Source: an optimization exercise on an open RTL-to-GDS flow (aim: small area). Production flows keep margins and buffers that such runs may drop. Only simulation tests tie the RTL to the original design; equivalence was not proved.

==> flow/design.v <==
module flopren(input  logic       clk,
               input  logic       reset,
               input  logic       en, 
               input  logic [29:0] d, 
               output logic [29:0] q);
  always_ff @(posedge clk, posedge reset)
    if      (reset) q <= 4'b0;
    else if (en)    q <= d;
endmodule
module mux4(input  logic [29:0] d0, d1, d2, d3,
            input  logic [1:0] s,
            output logic [29:0] y);
   assign y = s[1] ? (s[0] ? d3 : d2) 
                   : (s[0] ? d1 : d0); 
endmodule
module mux2a(input  logic [7:0] d0, d1, 
            input  logic       s,
            output logic [7:0] y);
   assign y = s ? d1 : d0; 
endmodule
module fdiv (input  logic [31:0] N, D,
			input  logic [1:0] c1,
			input  logic [5:0] op,
			input  logic rm,
			input  logic reset,
			input  logic clk ,
            output logic [31:0] Q);
logic [29:0] ia;
logic [29:0] ina ;
logic [29:0] inb ;
logic [29:0] regc;
logic [29:0] rega;
logic [29:0] regb;
logic [29:0] regd;
logic [59:0] mult_output;
logic [59:0] comp_output;
logic [29:0] Nf;
logic [29:0] Df;
logic [29:0] rem;
logic [29:0] prem;
logic [29:0] rn;
logic [29:0] rz;
logic [29:0] mat;
logic [29:0] trunc;
logic [29:0] inc;
logic [29:0] dec;
logic [29:0] rne;
logic [1:0] rzd;
logic [7:0] ne;
logic sl1;
logic [7:0] nd;
logic [7:0] ned;
logic [7:0] ndd;
assign Nf = 30'b100000000000000000000000000000 | {N[22:0], 6'b0};
assign Df = 30'b100000000000000000000000000000 | {D[22:0], 6'b0};
assign ia = 30'b011000000000000000000000000000;
assign ne = N[30:23] - D[30:23] ;
assign nd = D[30:23] - N[30:23];
assign sl1 = D[30:23] > N[30:23];
assign ned = ne + 8'b01111111;
assign ndd = 8'b01111111 - nd;
mux2a mux2a ((ned), (ndd), sl1, Q [30:23]);
mux4 muxA (ia, regc, rega, prem, op[1:0], ina);
mux4 muxB (Nf, Df, rega, regb, c1, inb);
mux4 muxRN (trunc, dec, inc, rne, rzd, rn);
flopren RA (clk, reset, op [4], mult_output [58:29], rega);
flopren RC (clk, reset, op [2], comp_output [58:29], regc);
flopren RB (clk, reset, op [3], mult_output [58:29], regb);
flopren RD (clk, reset, op [5], mult_output [59:30], regd);
assign mult_output = ina * inb;
assign comp_output  = ~mult_output;
assign rem = regd - Nf;
assign prem = 30'b0;
assign rne = 30'b0;
assign trunc = rega + 30'b000000000000000000000000010000;
assign inc = rega + 30'b000000000000000000000001010000;
assign dec = rega + 30'b111111111111111111111111001111;
assign Q [31] = N[31] ^ D[31];
assign Q [22:0] = rn [28:5];
always @(*)
  begin
    case ({rega[6], rem[29:28], rm})
      4'b0000  : rzd <= 0;	
      4'b0001  : rzd <= 0;
      4'b0010  : rzd <= 0;
      4'b0011  : rzd <= 0;
	  4'b0100  : rzd <= 0;
	  4'b0101  : rzd <= 0;
      4'b0110  : rzd <= 0;
      4'b0111  : rzd <= 1;
	  4'b1000  : rzd <= 3;	
      4'b1001  : rzd <= 0;
      4'b1010  : rzd <= 2;
      4'b1011  : rzd <= 0;
	  4'b1100  : rzd <= 0;
	  4'b1101  : rzd <= 0;
      4'b1110  : rzd <= 0;
      4'b1111  : rzd <= 0;
      default : rzd <= 0; 
    endcase
  end
endmodule
==> flow/run.sh <==
#!/bin/bash
# synth_recipe.tcl (not shown) runs the flow's synth.tcl, then flattens the netlist and writes it again
# the make line also repeats each setting of config.mk as NAME=value (left out here)
make -C /OpenROAD-flow-scripts/flow DESIGN_CONFIG=/design/flow/config.mk WORK_HOME=/design/flow/orfs CLKGATE_MAP_FILE= SYNTH_SCRIPT=/design/flow/synth_recipe.tcl finish
==> flow/config.mk <==
export PLATFORM = sky130hd
export DESIGN_NAME = fdiv
export DESIGN_NICKNAME = fdiv
export VERILOG_FILES = /design/flow/design.v
export SDC_FILE = /design/flow/constraint.sdc
export NUM_CORES = 4
export LEC_CHECK = 0
export CAP_MARGIN = 20
export CORE_MARGIN = 2
export CORE_UTILIZATION = 40
export SLEW_MARGIN = 20
==> flow/constraint.sdc <==
create_clock -name core_clock -period 11.0 [get_ports {clk}]
set_input_delay 2.2000 -clock core_clock [delete_from_list [all_inputs] [get_ports {clk}]]
set_output_delay 2.2000 -clock core_clock [all_outputs]
set_load 0.01 [all_outputs]
==> summary.txt <==
Synth
  – Asr flop ratio synth: 100.0%
  – Syn Nets: 5335
  – EDFF count, synth: 0
  – Mapped Area: 36210 um^2
  – Average size of a mapped cell: 8.629 um^2
  – Share of the synthesized area in the top cell type: 43.17%
  – FF+latch count, synth: 114
  – Yosys top cell by area: fa_1
  – Seq/Total Area, Yosys: 7.877%
  – Post-synthesis cell count: 4197
  – Largest cells by area after synthesis: fa_1 43%, ha_1 9.7%, inv_1 8.8%, dfrtp_1 7.9%, nor2_1 6.4%
  – Main synth FF type: dfrtp_1
  – Yosys warns: 2
  – Yosys cell types: 72

Clock network
  – TritonCTS Buffers: 17
  – Clk sinks: 114
  – Hold buffers post-CTS: 0
  – Postcts setup bufs: 0
  – CTS Buffer Depth: 2
  – CTS tree: done
  – PostCTS Resize Cnt: 0
  – Number of H-tree levels: 4
  – CTS Root Cell: clkbuf_16
  – Clock Latency Late Sink: 430 ps
  – Clock slew at reported path FFs: 60 ps

Detailed routing
  – Pre-antenna DRT Iters: 6
  – Final wirelength: 130100 um
  – Post-DR vias/cell: 5.460
  – Initial DRC count: 2524
  – Post-DR wirelength/cell: 23.62 um
  – Vias: 30070
  – DRC errors left: 0
  – ANT nets after route: 0

Global routing
  – GRT Total Usage: 28.70%
  – First-pass GRT wire length: 198900 um
  – Antenna violations before repair: 2
  – Pin count of the biggest net entering global routing: 67
  – Grt ovf: 0
  – Number of global-route vias before repair: 31880

Setup path
  – Crit-path max FO: 10
  – CP most frequent cell: fa_1
  – Critical Path End Type: flop
  – Largest delay share family, worst path: adder cells
  – CP max stage delay: 740 ps
  – Critical path startpoint category: input pin
  – Crit path kind: input pin to flop
  – CP Data Required Time: 11310 ps
  – Buf/Inv on CP: 8
  – Critical path's slowest cell: o21ai_2
  – CP Data Arrival Time: 11070 ps

Final layout
  – Most common cell after layout, fill and taps aside: inv_1
  – Most frequent cells in the layout: 846 x inv_1, 781 x fa_1, 616 x nor2_1
  – Final core area utilization: 45.56%
  – Multi-input gate area: 29350 um^2
  – Share of layout cells above drive strength 1: 9.328%
  – Final instance area: 40950 um^2
  – Area grow syn2layout: 13.07%
  – Number of fill cells: 8808
  – Final net count: 5456
  – Sequential Area: 2853 um^2

Placed design
  – Pre-CTS WS: -295.9 ps
  – Dpl hpwl: 106900 um
  – Port-buffer cells: 106
  – GPL Wtd Cong: 0.9879
  – Placed inst area: 40320 um^2

Floorplan
  – Top Ports: 107
  – Die Y: 304.9 um
  – Initial Util: 40.30%
  – Core Area: 89870 um^2
  – Horiz. Die Dim: 304.9 um
  – Die ar.: 92960 um^2
  – Placement row count: 110

STA
  – Worst Max-Slew Pin Slew: 1063 ps
  – Minimum clock period: 10760 ps
  – Slew headroom: 29.13%
  – Final setup vio count: 0
  – Fmax: 92.91 MHz
  – Worst Skew: 12.02 ps
  – RSZ-0062 raised after global routing: no
  – Fin worst setup slack: 236.6 ps
  – Final Cycle Share: 97.85%
  – Slew Limit Fails: 0
  – Final Hold Viols: 0

Flow run
  – Max-cap viol count: 0

Min path
  – Worst hold-check path type: flop to flop

Outcome
  – Status: finished clean
[synth_stat cells (15+ instances only)]
library cell,n
inv_1,847
nand2_1,495
ha_1,282
nor2_1,616
a22oi_1,35
o21ai_0,77
o21a_1,24
and2_1,20
mux2_2,82
a22o_1,27
dfrtp_1,114
o21bai_1,15
nor3_1,24
nand4_1,28
a31oi_1,18
and3_1,17
a21o_1,32
clkbuf_1,228
nand3_1,42
fa_1,781
a21oi_1,129
nand2b_1,20
xnor2_1,29
mux2i_1,24
[per-stage QoR]
| step | setup TNS (ps) | std cells | hold WS, ps |
|---|---|---|---|
| after floorplan | 0 | 4197 | 471.0 |
| after global placement | -715.0 | 5475 | 483.9 |
| after detailed placement | -3302 | 5475 | 490.5 |
| after CTS | 0 | 5507 | 502.5 |
| after global routing | 0 | 5507 | 519.1 |
| final | 0 | 5508 | 502.5 |
[sequential cells by signal (all words and copies together), names as in the netlist]
| signal | count |
|---|---|
| RA.q | 30 |
| RB.q | 30 |
| RC.q | 30 |
| RD.q | 24 |
[metal layers]
layer  GRT usage (%)  vias to the layer above  wire, um  share of wire, %
met5               0                        -         0                 0
met4           12.70                        0      6843               5.3
met3           4.687                      308     10030               7.7
met2           48.10                     1279     62220                48
met1           36.59                    15390     50990                39
li1                -                    13100         -                 -
[logic make-up after synthesis]
| group | synth area share (%) |
|---|---|
| AO/OA/AOI/OAI | 8.244 |
| XOR/XNOR | 1.016 |
| adder cells (fa/ha/maj) | 52.92 |
| buffers and inverters | 11.37 |
| flip-flops | 7.877 |
| multiplexers | 3.462 |
| AND/OR/NAND/NOR | 15.11 |
[final timing paths]
path,from,endpoint,slack (ps),depth (start not counted)
setup / recovery,N[4],RA.q[27],240,29
min in group asynchronous,reset,RB.q[21],2220,2
max in group asynchronous,reset,RA.q[7],7440,3
hold / removal,RB.q[3],RB.q[3],500,1
setup reg to reg,RA.q[10],RA.q[27],1810,28
hold reg to reg,RB.q[3],RB.q[3],500,1
[final cells by class]
| cell class | count | share of cell area [%] |
|---|---|---|
| Timing Repair Buffer | 344 | 8.476 |
| Antenna cell | 1 | 0.006111 |
| Tap cell | 1176 | 3.593 |
| Clock buffer | 20 | 1.115 |
| Clock inverter | 12 | 0.3819 |
| Inverter | 848 | 7.780 |
| Multi-Input combinational cell | 2993 | 71.68 |
| Sequential cell | 114 | 6.967 |

[static timing again, ports no longer ideal]
Ports are ideal in the flow. The routed layout listed here was re-timed in OpenROAD.
Step 1 (the two cells are an assumption about what drives the block):
set clk [get_ports {clk}]
set_driving_cell -lib_cell sky130_fd_sc_hd__clkbuf_16 $clk
set_driving_cell -lib_cell sky130_fd_sc_hd__buf_2 [delete_from_list [all_inputs] $clk]
Step 2 moves the port delays by t, midway between the first and last clock arrival at a register: inputs arrive t later, outputs are due t later. That takes back most of the time a late clock gives input paths.
Slacks: no drivers / after step 1 / after step 2; pairs: no drivers / after step 1.
shift t [ns]: 0.474
setup WS [ns]: 0.237 / 0.260 / -0.214
pins driven straight from the clock port: 1
With both steps, setup timing fails in this run, where it was met with ideal ports. For this run, drivers alone change the setup slack by +0.023 ns; drivers and shift together by -0.451 ns.
